Context: an optimization exercise on an open-source flow, tuned for small area and a short achievable clock period. The choices shown serve that exercise and are no tape-out recipe. At most, simulation tests tie the RTL to the original design; equivalence was not proved. No functional check of the RTL was part of runs 2 and 3. Power is estimated from default activity; no workload was simulated.

==> design/flow/design.v <==
module FpAdd (
    input             iCLK,
    input      [26:0] iA,
    input      [26:0] iB,
    output reg [26:0] oSum
);
    wire [17:0] L;
    wire [20:0] y;
    wire        cin;
    wire [7:0]  e1;
    wire        L_s;
    FpAdd_s1 u_s1 (.iA(iA), .iB(iB), .L(L), .y(y), .cin(cin), .e1(e1),
                   .L_s(L_s));
    reg [17:0] r_L;
    reg [20:0] r_y;
    reg        r_cin;
    reg [7:0]  r_e1;
    reg        r_s;
    always @(posedge iCLK) begin
        r_L   <= L;
        r_y   <= y;
        r_cin <= cin;
        r_e1  <= e1;
        r_s   <= L_s;
    end
    wire [20:0] Lw = {2'b01, r_L, 1'b0};
    wire [26:0] res;
    FpAdd_s2 u_s2 (.p(Lw ^ r_y), .g(Lw & r_y), .cin(r_cin), .e1(r_e1),
                   .sgn(r_s), .res(res));
    always @(posedge iCLK)
        oSum <= res;
endmodule
module FpAdd_s1 (
    input  [26:0] iA,
    input  [26:0] iB,
    output [17:0] L,      
    output [20:0] y,      
    output        cin,    
    output [7:0]  e1,     
    output        L_s     
);
    wire        A_s = iA[26];
    wire [7:0]  A_e = iA[25:18];
    wire        B_s = iB[26];
    wire [7:0]  B_e = iB[25:18];
    wire A_larger = iA[25:1] > iB[25:1];
    assign L_s = A_larger ? A_s : B_s;
    wire [16:0] L_fr = A_larger ? iA[17:1] : iB[17:1];
    wire        L_0  = A_larger ? iA[0] : iB[0];
    wire pass = (A_e == 8'd0) | (B_e == 8'd0);
    wire [8:0]  dAB  = {1'b0, A_e} - {1'b0, B_e};
    wire [7:0]  dBA  = B_e - A_e;
    wire        A_lt = dAB[8];
    wire [7:0]  d    = A_lt ? dBA : dAB[7:0];
    wire        tie  = (A_e == B_e);
    assign e1 = (A_lt ? B_e : A_e) + 8'd1;
    wire [16:0] Y_fr = A_lt ? iA[17:1] : iB[17:1];
    wire [19:0] Ysh;
    FpAdd_align u_al (.f(Y_fr), .d(d), .w(Ysh));
    wire [19:0] W = pass ? 20'd0 :
                    (tie & ~A_larger) ? {1'b1, iA[17:1], 2'b00} : Ysh;
    wire        d_hi = |d[7:5];
    reg  [15:0] M;
    integer i;
    always @*
        for (i = 0; i < 16; i = i + 1)
            M[i] = ~d_hi & (d[4:0] >= i + 3) & (d[4:0] <= 5'd18);
    wire sticky = ~pass & (
                      |(Y_fr[15:0] & M) |
                      (~d_hi & d[4:0] == 5'd19 & |Y_fr[16:1]) |
                      (d >= 8'd20 && d <= 8'd35));
    wire        sub = A_s ^ B_s;
    assign L   = {L_fr, pass & L_0};
    assign y   = {1'b0, W} ^ {21{sub}};
    assign cin = sub & ~sticky;
endmodule
module FpAdd_align (
    input  [16:0] f,
    input  [7:0]  d,
    output [19:0] w
);
    assign w = (d >= 8'd20) ? 20'd0 : ({1'b1, f, 2'b00} >> d[4:0]);
endmodule
module FpAdd_s2 (
    input  [20:0] p,
    input  [20:0] g,
    input         cin,
    input  [7:0]  e1,
    input         sgn,
    output [26:0] res
);
    reg  [20:0] G, P, Gn, Pn;
    integer k, m;
    always @* begin
        G = g;
        P = p;
        for (k = 1; k < 21; k = k * 2) begin
            Gn = G; Pn = P;
            for (m = k; m < 21; m = m + 1) begin
                Gn[m] = G[m] | (P[m] & G[m-k]);
                Pn[m] = P[m] & P[m-k];
            end
            G = Gn; P = Pn;
        end
    end
    wire [20:0] c   = {G[19:0] | (P[19:0] & {20{cin}}), cin};
    wire [20:0] sum = p ^ c;
    reg [4:0] lz;
    integer j;
    always @* begin
        lz = 5'd21;
        for (j = 0; j < 21; j = j + 1)
            if (sum[j])
                lz = 5'd20 - j[4:0];
    end
    wire [20:0] norm  = sum << lz;
    wire [7:0]  e_out = e1 - {3'd0, lz};
    wire        zero  = (e1 == 8'd1) | ~norm[20];
    assign res = zero ? 27'd0 : {sgn, e_out, norm[19:2]};
endmodule
==> design/flow/flow/run.sh <==
#!/bin/bash
# Standard ORFS layout; the port buffers are buf_2 cells instead of the
# delay-buffer cell buffer_ports picks by default.
export BUFFER_PORTS_ARGS="-buffer_cell sky130_fd_sc_hd__buf_2"
bash standard.sh > standard.log 2>&1
==> design/flow/standard.sh <==
#!/bin/bash
# synth_recipe.tcl (not shown) runs the flow's synth.tcl, then flattens the netlist and writes it again
# the make line also repeats each setting of config.mk as NAME=value (left out here)
make -C /OpenROAD-flow-scripts/flow DESIGN_CONFIG=/design/flow/config.mk WORK_HOME=/design/flow/orfs CLKGATE_MAP_FILE= SYNTH_SCRIPT=/design/flow/synth_recipe.tcl "${@:-finish}"
==> design/flow/config.mk <==
export PLATFORM = sky130hd
export DESIGN_NAME = FpAdd
export DESIGN_NICKNAME = FpAdd
export VERILOG_FILES = /design/flow/design.v
export SDC_FILE = /design/flow/constraint.sdc
export NUM_CORES = 4
export LEC_CHECK = 0
export ABC_AREA = 1
export CAP_MARGIN = 20
export CORE_MARGIN = 2
export CORE_UTILIZATION = 40
export SETUP_SLACK_MARGIN = 5.0
export SLEW_MARGIN = 20
==> design/flow/constraint.sdc <==
create_clock -name core_clock -period 10.0 [get_ports {iCLK}]
set_input_delay 2.0000 -clock core_clock [delete_from_list [all_inputs] [get_ports {iCLK}]]
set_output_delay 2.0000 -clock core_clock [all_outputs]
set_load 0.01 [all_outputs]
==> impl_metrics.ini, run 1 <==
[status]
status = no timing/DRC/antenna violations

[place]
gp_congestion = 1.04
dp_cells = 1514
dp_hpwl_mm = 19.9
port_buffers = 81
pre_cts_slack_ns = 3.14

[global_routing]
antenna_found_initial = 0
grt_pass1_vias = 7834
grt.total_usage = 0.252
grt_max_degree = 30
grt_overflow = 0
grt_pass1_wl_mm = 40.5

[logic_synthesis]
synthArstFlopShare = 0
ys_seq_elements = 76
ys_dominant_reg_cell = dfxtp_1
synth_area_leaders = dfxtp_1 (20%), nand2_1 (16%), ha_1 (9.3%), inv_1 (8.1%), nand3_1 (7.5%)
ys_types = 59
synth_top_area_cell = dfxtp_1
yosysSeqAreaShare = 0.198
synth_top_area_frac = 0.198
synth_edf_count = 0
synth_cells = 1236
synthTopCellsByCount = nand2_1 (326), inv_1 (166), nand3_1 (115), o21ai_0 (107), nor2_1 (77)
syn_area_um2 = 7680
ys_warn_count = 3
avgSynthCellArea_um2 = 6.21
syn_nets = 1351
synth.most_common_cell = nand2_1

[timing]
finalSetupViolCount = 0
rsz0062_at_grt = false
finalSetupTns_ns = 0
drv_slew = 0
hold_viol_final = 0
worst_slew_pin_slew_ns = 0.899
min_period_ns = 4.90
max_freq_mhz = 204
fin_skew_ns = 0.0115
post-route-period-util = 0.490
slew_headroom = 0.400
setup_ws_ns = 5.10
hold_ws_ns = 0.418

[critical_path]
cp.arrival_ns = 5.08
cp.required_ns = 10.18
worst-path-max-fanout = 7
reg2reg_setup_slack_ns = 5.48
endpoint_kind = flop
startpoint_type = primary input
worstSetupPathType = primary input to flop

[clocking]
clock_sinks = 76
clk_latency_ns = 0.34
cts_tree = done
cts_hold_buf = 0
clkTransAtPathRegs_ns = 0.07
cts_made_buffers = 9
cts-root-buf = clkbuf_16
clockBufferDepth = 2
h-tree-depth = 3

[floorplan]
initial_core_util = 0.409
num_rows = 50
coreArea_um2 = 18800
io_pins = 82
die_h_um = 143
dieArea_um2 = 20300
die_width_um = 143

[power]
power_density_nw_per_um2 = 232
p_leak_nw = 4.61
irDropWorstVdd_mv = 0.0860

[routing]
drt_iter0_markers = 543
avgRoutedWirePerCell_um = 16.7
ant_nets = 0
dr.pass1.iters = 5
drt-vias-per-instance = 5.43
via_count = 8530
drc = 0
wirelength_mm = 26.2

[finish]
layout-drive-gt1-share = 0.204
fin_cells = 1572
fillCellCount = 2001
final_nets = 1448
syn_to_final_growth_pct = 21.2
n_antenna_cell = 0
seq_area_um2 = 1520
multi_input_area_um2 = 5760

[min_path]
hold_class = flop to flop

[flow_run]
cap_violations = 0
where the power goes:
part	switching [W]	internal [W]	total [W]
clock	0.000138	0.000200	0.000338
sequential	0.0000300	0.000396	0.000426
combinational	0.000922	0.000470	0.00139
sequential cells by signal, indices dropped and copies added (netlist names):
register	flops
r_s	1
r_e1	8
r_y	21
r_cin	1
oSum	27
r_L	18
area by class of cell:
cell class / count / area share
multi-input combinational: 946 / 0.619
sequential: 76 / 0.163
inverter: 180 / 0.0760
timing repair buffer: 117 / 0.0738
tap: 234 / 0.0315
clock buffer: 9 / 0.0242
clock inverter: 7 / 0.00995
timing repair inverter: 3 / 0.00188
layer usage:
metal	share of wire	track usage
met1	0.44	0.332
met2	0.48	0.425
met3	0.055	0.0279
met4	0.033	0.0922
met5	0	0
cells by family after synthesis:
family | Yosys count | synth area share
compound gates | 227 | 0.171
xor+xnor | 41 | 0.0516
flops | 76 | 0.198
simple gates | 607 | 0.356
mux | 6 | 0.00782
buf+inv | 219 | 0.114
fa+ha+maj | 60 | 0.101
worst max-delay path, cell delays in order:
cell      delay, ns
buf_2          0.11
inv_2          0.05
ha_2           0.17
inv_2          0.04
fa_2           0.42
nand3_4        0.09
nand2_4        0.07
nand2_8        0.13
nand2_8        0.11
inv_8          0.09
nand2_2        0.06
o21ai_4        0.10
o22ai_4        0.12
xnor2_1        0.53
nand2_2        0.26
buf_4          0.20
a311oi_2       0.25
nor2_1         0.10
nand2_1        0.08
a21oi_1        0.06
cells in the final DEF, fill, tap and decap left out, types with 6 or more instances in the layout:
cell type and instances:
nor3_1 6, ha_1 50, inv_1 153, a21oi_2 8, o21ai_0 80, buf_4 33
nor2_1 73, clkbuf_16 9, xor2_1 32, o211ai_1 11, nand2_4 8, mux2i_1 6
inv_2 19, nand2_8 6, nand3b_1 6, nor2_4 7, nand3_1 112, a21oi_1 48
buf_2 81, o21ai_1 33, nor4_1 8, nand2_1 314, nor2_2 6, o21ai_2 8
nand4_1 18, nor4_2 6, dfxtp_1 76, nand2_2 20
worst paths after layout:
check	from	to	cells past startpoint
setup / recovery	iA[18]	r_cin	20
hold / removal	r_s	oSum[26]	2
setup reg to reg	r_y[4]	oSum[25]	26
hold reg to reg	r_s	oSum[26]	2
through the flow:
step	instance area (µm²)	power, W	util
floorplan	7680	0.00139	-
global placement	8190	0.00170	0.436
detailed placement	8200	0.00170	0.437
CTS	8810	0.00209	0.469
global route	9310	0.00235	0.496
finish	9310	0.00216	0.496
what timing repair did:
action | 4_1_cts | 5_1_grt
pin swaps | 3 | 23
setup endpoints to repair | 24 | 23
gates resized for setup | 44 | 89
gates cloned | 6 | 2
setup buffers | 12 | 22
==> inputs of run 2 (changes only) <==
--- a/design/flow/design.v
+++ b/design/flow/design.v
@@ -7,25 +7,25 @@
     wire [17:0] L;
     wire [20:0] y;
     wire        cin;
-    wire [7:0]  e1;
+    wire [7:0]  L_e;
     wire        L_s;
-    FpAdd_s1 u_s1 (.iA(iA), .iB(iB), .L(L), .y(y), .cin(cin), .e1(e1),
+    FpAdd_s1 u_s1 (.iA(iA), .iB(iB), .L(L), .y(y), .cin(cin), .L_e(L_e),
                    .L_s(L_s));
     reg [17:0] r_L;
     reg [20:0] r_y;
     reg        r_cin;
-    reg [7:0]  r_e1;
+    reg [7:0]  r_e;
     reg        r_s;
     always @(posedge iCLK) begin
         r_L   <= L;
         r_y   <= y;
         r_cin <= cin;
-        r_e1  <= e1;
+        r_e   <= L_e;
         r_s   <= L_s;
     end
     wire [20:0] Lw = {2'b01, r_L, 1'b0};
     wire [26:0] res;
-    FpAdd_s2 u_s2 (.p(Lw ^ r_y), .g(Lw & r_y), .cin(r_cin), .e1(r_e1),
+    FpAdd_s2 u_s2 (.p(Lw ^ r_y), .g(Lw & r_y), .cin(r_cin), .L_e(r_e),
                    .sgn(r_s), .res(res));
     always @(posedge iCLK)
         oSum <= res;
@@ -36,24 +36,25 @@
     output [17:0] L,      
     output [20:0] y,      
     output        cin,    
-    output [7:0]  e1,     
+    output [7:0]  L_e,    
     output        L_s     
 );
     wire        A_s = iA[26];
     wire [7:0]  A_e = iA[25:18];
     wire        B_s = iB[26];
     wire [7:0]  B_e = iB[25:18];
-    wire A_larger = iA[25:1] > iB[25:1];
+    wire pass = (A_e == 8'd0) | (B_e == 8'd0);
+    wire [7:0]  dAB, dBA;
+    wire        A_lt, B_lt;
+    FpAdd_esub u_dAB (.a(A_e), .b(B_e), .d(dAB), .lt(A_lt));
+    FpAdd_esub u_dBA (.a(B_e), .b(A_e), .d(dBA), .lt(B_lt));
+    wire [7:0]  d    = A_lt ? dBA : dAB;
+    wire        tie  = (A_e == B_e);
+    wire A_larger = ~A_lt & (~tie | (iA[17:1] > iB[17:1]));
     assign L_s = A_larger ? A_s : B_s;
     wire [16:0] L_fr = A_larger ? iA[17:1] : iB[17:1];
     wire        L_0  = A_larger ? iA[0] : iB[0];
-    wire pass = (A_e == 8'd0) | (B_e == 8'd0);
-    wire [8:0]  dAB  = {1'b0, A_e} - {1'b0, B_e};
-    wire [7:0]  dBA  = B_e - A_e;
-    wire        A_lt = dAB[8];
-    wire [7:0]  d    = A_lt ? dBA : dAB[7:0];
-    wire        tie  = (A_e == B_e);
-    assign e1 = (A_lt ? B_e : A_e) + 8'd1;
+    assign L_e = A_lt ? B_e : A_e;
     wire [16:0] Y_fr = A_lt ? iA[17:1] : iB[17:1];
     wire [19:0] Ysh;
     FpAdd_align u_al (.f(Y_fr), .d(d), .w(Ysh));
@@ -74,6 +75,30 @@
     assign y   = {1'b0, W} ^ {21{sub}};
     assign cin = sub & ~sticky;
 endmodule
+module FpAdd_esub (
+    input  [7:0] a,
+    input  [7:0] b,
+    output [7:0] d,
+    output       lt
+);
+    wire [7:0] p = a ^ ~b;
+    reg  [8:0] G, P, Gn, Pn;
+    integer k, m;
+    always @* begin
+        G = {a & ~b, 1'b1};
+        P = {p, 1'b0};
+        for (k = 1; k < 9; k = k * 2) begin
+            Gn = G; Pn = P;
+            for (m = k; m < 9; m = m + 1) begin
+                Gn[m] = G[m] | (P[m] & G[m-k]);
+                Pn[m] = P[m] & P[m-k];
+            end
+            G = Gn; P = Pn;
+        end
+    end
+    assign d  = p ^ G[7:0];
+    assign lt = ~G[8];
+endmodule
 module FpAdd_align (
     input  [16:0] f,
     input  [7:0]  d,
@@ -85,7 +110,7 @@
     input  [20:0] p,
     input  [20:0] g,
     input         cin,
-    input  [7:0]  e1,
+    input  [7:0]  L_e,
     input         sgn,
     output [26:0] res
 );
@@ -114,7 +139,14 @@
                 lz = 5'd20 - j[4:0];
     end
     wire [20:0] norm  = sum << lz;
-    wire [7:0]  e_out = e1 - {3'd0, lz};
-    wire        zero  = (e1 == 8'd1) | ~norm[20];
+    reg  [7:0]  ek;
+    always @* begin
+        ek = 8'd0;
+        for (j = 0; j < 22; j = j + 1)
+            if (lz == j)
+                ek = 8'd1 - j[7:0];
+    end
+    wire [7:0]  e_out = L_e + ek;
+    wire        zero  = (L_e == 8'd0) | ~norm[20];
     assign res = zero ? 27'd0 : {sgn, e_out, norm[19:2]};
 endmodule
==> impl_metrics.ini, run 2 <==
[routing]
drc = 0
wirelength_met1_mm = 10.3
wl_met2_mm = 11.2
met3_length_mm = 1.32
dr.pass1.iters = 6
avgRoutedWirePerCell_um = 15.4
via_count = 8212
drt_iter0_markers = 716
dr.max_layer_used = met4
ant_nets = 0
drt-vias-per-instance = 5.37
wirelength_mm = 23.6

[critical_path]
startpoint_type = primary input
cp.required_ns = 10.19
r2r_cells = 36
reg2reg_setup_slack_ns = 5.32
cp.arrival_ns = 5.10
worst-path-max-fanout = 8
r2r_start = r_y[11]
worstSetupPathType = primary input to flop
endpoint_kind = flop
cpPeakStageDelay_ns = 0.39
crit_chain = buf_2 > inv_1 > ha_2 > nand2_1 > nor3_4 > nand2_8 > nand2_8 > nand3_2 > o21ai_4 > xor2_4 > clkinvlp_4 > buf_4 > clkbuf_16 > nand2_1 > a31oi_1 > o31ai_2 > nand3_1 > xor2_1
slowest_stage = ha_2
crit-reg2reg-capture = oSum[25]

[timing]
hold_viol_final = 0
post-route-period-util = 0.491
rsz0062_at_grt = true
finalSetupTns_ns = 0
max_freq_mhz = 204
min_period_ns = 4.91
slew_headroom = 0.409
worst_slew_pin_slew_ns = 0.885
drv_slew = 0
finalSetupViolCount = 0
fin_skew_ns = 0.00977

[logic_synthesis]
muxShareOfSynthArea = 0.00286
synth_cells = 1197
synth_compound_gate_area_share = 0.175
syn_area_um2 = 7430
yosysSeqAreaShare = 0.205
synth_adder_area_share = 0.105
synth.most_common_cell = nand2_1
synth_top_area_cell = dfxtp_1
synth-xor-area-share = 0.0532
synth_area_leaders = dfxtp_1 (20%), nand2_1 (17%), ha_1 (9.9%), nand3_1 (8.6%), inv_1 (8.1%)
ys_dominant_reg_cell = dfxtp_1
ys_seq_elements = 76
yosys.area_share.simple = 0.342
synth_edf_count = 0
ys_warn_count = 4
synth_top_area_frac = 0.205
avgSynthCellArea_um2 = 6.21
synthTopCellsByCount = nand2_1 (338), inv_1 (161), nand3_1 (128), o21ai_0 (97), dfxtp_1 (76)
syn_nets = 1313
synthArstFlopShare = 0
ys_types = 60
synth_top_family_by_area = simple AND/OR/NAND/NOR gates

[finish]
fillCellCount = 1869
largest_reg_flops = 27
final_cell_mix = nand2_1 (329), inv_1 (154), nand3_1 (123), buf_2 (81), o21ai_0 (80)
max_flop_register = oSum
n_antenna_cell = 0
syn_to_final_growth_pct = 23.1
layout-drive-gt1-share = 0.208
seq_area_um2 = 1520
fin_area_um2 = 9140
utilization = 0.506
mostFrequentLayoutCell = nand2_1
largestRegisters = oSum: 27 flops, r_y: 21 flops, r_L: 18 flops
final_nets = 1412
multi_input_area_um2 = 5580

[clocking]
cts_tree = done
clock_sinks = 76
cts_made_buffers = 9
cts_hold_buf = 0
clk_latency_ns = 0.34
h-tree-depth = 3
cts-root-buf = clkbuf_16
clkTransAtPathRegs_ns = 0.07
clockBufferDepth = 2

[place]
dpl_cell_area_um2 = 7930
gp_congestion = 0.972
port_buffers = 81
dp_hpwl_mm = 17.5

[power]
power_density_nw_per_um2 = 241
p_total_w = 0.00220
irDropWorstVdd_mv = 0.0998
p_leak_nw = 4.59

[global_routing]
grt_pass1_wl_mm = 36.3
grt_pass1_vias = 7388
antenna_found_initial = 0
grt_overflow = 0
grt_max_degree = 37
grt.total_usage = 0.226

[flow_run]
cap_violations = 0

[min_path]
hold_class = flop to flop
hold_start = r_s
hold_depth = 2
hold-path-endpoint = oSum[26]

[floorplan]
dieArea_um2 = 19700
die_width_um = 140
initial_core_util = 0.411
io_pins = 82
die_h_um = 140
num_rows = 49
coreArea_um2 = 18100

[status]
status = no timing/DRC/antenna violations
run 2: worst max-delay path by stage:
stage,startpoint,end,cells past startpoint
global placement,iA[18],r_y[2],20
detailed placement,iA[18],r_y[2],18
global route,iA[23],r_y[3],18
CTS,iB[18],r_y[3],22
finish,iA[23],r_y[2],18
floorplan,iB[18],r_y[2],19
run 2: logic make-up after synthesis:
logic type               Yosys count
XOR/XNOR                          40
flip-flops                        76
AO/OA/AOI/OAI                    218
buffers and inverters            218
AND/OR/NAND/NOR                  582
multiplexers                       2
adder cells (fa/ha/maj)           61
run 2: cell type report:
type / count / area share
inverter: 178 / 0.0773
timing repair buffer: 120 / 0.0822
clock buffer: 9 / 0.0246
tap: 229 / 0.0313
sequential: 76 / 0.166
timing repair inverter: 3 / 0.00192
clock inverter: 7 / 0.00602
multi-input combinational: 908 / 0.610
run 2: what timing repair did:
item,CTS,global route
pin swaps,3,23
buffers inserted,9,28
gates resized for setup,31,96
setup endpoints to repair,44,24
gates cloned,4,5
run 2: worst max-delay path, delay by kind of cell:
| kind | cells | cell delay [ns] |
|---|---|---|
| buffers and inverters | 5 | 0.77 |
| adders and majority gates | 1 | 0.39 |
| AOI/OAI and AO/OA | 3 | 0.44 |
| xor gates and xnor gates | 2 | 0.44 |
| and+or+nand+nor | 7 | 1.05 |
run 2: layer usage:
layer  global-route usage  up-vias
li1                     -     4134
met1                0.297     3700
met2                0.382      311
met3               0.0267       67
met4               0.0808        0
met5                    0        -
run 2: per-stage QoR:
step	instances	hold WS (ns)	worst slack [ns]
2_1_floorplan	1197	0.394	5.29
3_3_place_gp	1468	0.407	3.23
3_5_place_dp	1468	0.413	3.00
4_1_cts	1497	0.424	4.98
5_1_grt	1530	0.444	4.95
6_report	1530	0.421	5.09
run 2: report_power, final:
group	total [W]	switching (W)	internal, W
registers	0.000429	0.0000330	0.000396
clock network	0.000309	0.000138	0.000171
logic	0.00146	0.000934	0.000527
==> inputs of run 3 (changes only) <==
==> design/flow/flow/run.sh (replaced) <==
#!/bin/bash
# Standard ORFS layout; the port buffers are buf_1 cells instead of the
# delay-buffer cell buffer_ports picks by default.
export BUFFER_PORTS_ARGS="-buffer_cell sky130_fd_sc_hd__buf_1"
bash standard.sh > standard.log 2>&1
--- a/design/flow/config.mk
+++ b/design/flow/config.mk
@@ -8,6 +8,6 @@
 export ABC_AREA = 1
 export CAP_MARGIN = 20
 export CORE_MARGIN = 2
-export CORE_UTILIZATION = 40
+export CORE_UTILIZATION = 65
 export SETUP_SLACK_MARGIN = 5.0
 export SLEW_MARGIN = 20
==> impl_metrics.ini, run 3 <==
[timing]
hold_viol_final = 0
post-route-period-util = 0.497
min_period_ns = 4.97
drv_slew = 0
worst_slew_pin_slew_ns = 0.925
setup_ws_ns = 5.03
slew_headroom = 0.382
finalSetupViolCount = 0
rsz0062_at_grt = true
max_freq_mhz = 201
fin_skew_ns = 0.00845
finalSetupTns_ns = 0

[floorplan]
dieArea_um2 = 12300
die_h_um = 111
die_width_um = 111
coreArea_um2 = 11300
initial_core_util = 0.659
io_pins = 82
num_rows = 39

[critical_path]
cp.arrival_ns = 5.23
worstSetupPathType = primary input to flop
endpoint_kind = flop
cp.required_ns = 10.26
worst-path-max-fanout = 11
startpoint_type = primary input

[global_routing]
grt_pass1_wl_mm = 35.6
antenna_found_initial = 0
grt_overflow = 0
met1_usage = 0.435
busiest_layer = met2
grtUsageMet3 = 0.0623
grt_max_degree = 37
grt.total_usage = 0.350
grtUsageMet2 = 0.611
grt_pass1_vias = 7535

[finish]
syn_to_final_growth_pct = 21.6
final_nets = 1419
largest_reg_flops = 27
max_flop_register = oSum
mostFrequentLayoutCell = nand2_1
final_cell_mix = nand2_1 (329), inv_1 (156), nand3_1 (122), o21ai_0 (79), buf_1 (77)
fin_cells = 1451
layout-drive-gt1-share = 0.152
fin_area_um2 = 9030
largestRegisters = oSum: 27 flops, r_y: 21 flops, r_L: 18 flops
n_antenna_cell = 0

[logic_synthesis]
ys_types = 60
synthTopCellsByCount = nand2_1 (338), inv_1 (161), nand3_1 (128), o21ai_0 (97), dfxtp_1 (76)
avgSynthCellArea_um2 = 6.21
synth_cells = 1197
synth_top_area_frac = 0.205
syn_nets = 1313
synthArstFlopShare = 0
ys_seq_elements = 76
synth_edf_count = 0
syn_area_um2 = 7430
ys_warn_count = 4
synth_area_leaders = dfxtp_1 (20%), nand2_1 (17%), ha_1 (9.9%), nand3_1 (8.6%), inv_1 (8.1%)
synth_top_area_cell = dfxtp_1
yosysSeqAreaShare = 0.205
synth.most_common_cell = nand2_1
ys_dominant_reg_cell = dfxtp_1

[min_path]
hold_class = flop to flop

[routing]
wirelength_mm = 24.3
via_count = 8625
dr.pass1.iters = 6
drt-vias-per-instance = 5.94
avgRoutedWirePerCell_um = 16.8
drc = 0
ant_nets = 0
drt_iter0_markers = 960

[place]
port_buffers = 81
gp_congestion = 1.06
dp_cells = 1383
dp_hpwl_mm = 16.2
dpl_cell_area_um2 = 7720
pre_cts_slack_ns = 3.14

[clocking]
clk_latency_ns = 0.34
h-tree-depth = 3
cts_made_buffers = 9
clockBufferDepth = 2
cts_tree = done
clock_sinks = 76
cts-root-buf = clkbuf_16
clkTransAtPathRegs_ns = 0.06

[power]
power.share.sequential = 0.190
clock_power_share = 0.156
switching_power_w = 0.00114
irDropWorstVdd_mv = 0.207
p_sw_frac = 0.499
p_comb_frac = 0.653
power_density_nw_per_um2 = 254
power.internal_w = 0.00115
p_leak_nw = 4.41

[status]
status = no timing/DRC/antenna violations

[flow_run]
cap_violations = 0
-- run 3: changes by cell type in the layout (fill, tap and decap cells not counted), sizes merged --
| cell | delta |
|---|---|
| bufinv | +2 |
| buf | +3 |
| clkbuf | +5 |
| clkinv | +2 |
| inv | -6 |
| clkinvlp | +1 |
-- run 3: what timing repair did --
| action | in CTS | in global routing |
|---|---|---|
| gates cloned | 3 | 5 |
| resized for setup | 30 | 103 |
| setup buffers | 10 | 34 |
| hold buffers | 0 | 0 |
| setup endpoints to repair | 26 | 23 |
| pin swaps | 3 | 21 |
| hold endpoints to repair | 0 | 0 |
-- run 3: worst paths after layout --
check	startpoint	end	slack [ns]	cells after the start
hold / removal	r_s	oSum[26]	0.42	2
setup reg to reg	r_y[7]	oSum[25]	5.13	38
setup / recovery	iB[18]	r_cin	5.03	22
hold reg to reg	r_s	oSum[26]	0.42	2
-- run 3: power by group through the flow --
stage	clock network, W	registers [W]	logic (W)
floorplan	0	0.000457	0.000945
global placement	0	0.000433	0.00122
detailed placement	0	0.000436	0.00123
CTS	0.000358	0.000430	0.00129
global route	0.000368	0.000441	0.00165
finish	0.000358	0.000436	0.00150
-- run 3: layout make-up --
type	count	area [µm²]
multi-input cells	908	5580
fillers	832	2240
flip-flops and latches	76	1520
inverters	178	724
repair buffers	127	678
clock buffers	10	239
well taps	143	179
clock inverters	6	93.8
repair inverters	3	17.5
-- run 3: logic make-up after synthesis --
| group | count (synthesis) | synth area share |
|---|---|---|
| buf+inv | 218 | 0.118 |
| simple gates | 582 | 0.342 |
| mux | 2 | 0.00286 |
| compound gates | 218 | 0.175 |
| fa+ha+maj | 61 | 0.105 |
| xor+xnor | 40 | 0.0532 |
| flops | 76 | 0.205 |
-- run 3: worst max-delay path: stages --
cell	delay, ns
clkbuf_2	0.13
inv_1	0.08
ha_1	0.21
fa_1	0.38
inv_2	0.09
nand2_1	0.07
nand2_2	0.09
nand3_4	0.10
nand2_8	0.16
nand2_8	0.10
o21ai_4	0.28
clkinvlp_4	0.13
buf_4	0.18
buf_4	0.14
nor2_1	0.14
a21oi_1	0.17
a22o_1	0.22
nor2_1	0.09
nand3_1	0.13
o211ai_1	0.12
nand2_1	0.07
a21oi_1	0.11
-- run 3: metrics by stage --
step | utilization | power (W) | hold WS [ns]
after detailed placement | 0.685 | 0.00166 | 0.411
final | 0.801 | 0.00229 | 0.419
after CTS | 0.738 | 0.00207 | 0.421
after floorplan | - | 0.00140 | 0.394
after global placement | 0.685 | 0.00165 | 0.401
after global routing | 0.801 | 0.00246 | 0.442
-- run 3: layer usage --
metal | wire length, µm | up-vias
li1 | - | 4144
met1 | 9550 | 3876
met2 | 11600 | 484
met3 | 2120 | 121
met4 | 1050 | 0
met5 | 0 | -

==> port drivers added, routing unchanged <==
No port has a modelled driver above. Below, the same layouts with a new extraction and two added sets of constraints. Step 1 sets driving cells, clkbuf_16 on the clock port and buf_2 on the other inputs (assumed; they add their load-dependent delay and slew). Step 2 times the ports against the registers' clock, not the clock port: input delays grow and output delays shrink by t, the midpoint of the rising clock arrivals with the driver on. Slacks: ideal / step 1 / step 2; pairs: ideal / step 1.
run | t, ns | setup slack, ns | hold WS [ns] | worst slew at a driven data input, ns
run 1 | 0.380 | 5.104 / 5.125 / 4.745 | 0.418 / 0.418 / 0.418 | 0.04
run 2 | 0.374 | 5.092 / 5.106 / 4.731 | 0.421 / 0.421 / 0.421 | 0.03
run 3 | 0.377 | 5.027 / 5.037 / 4.660 | 0.419 / 0.419 / 0.419 | 0.04
After both steps setup and hold are still met in every run listed. The setup slack of run 3, which loses most, moves by +0.010 ns with the drivers and by -0.367 ns with both steps.
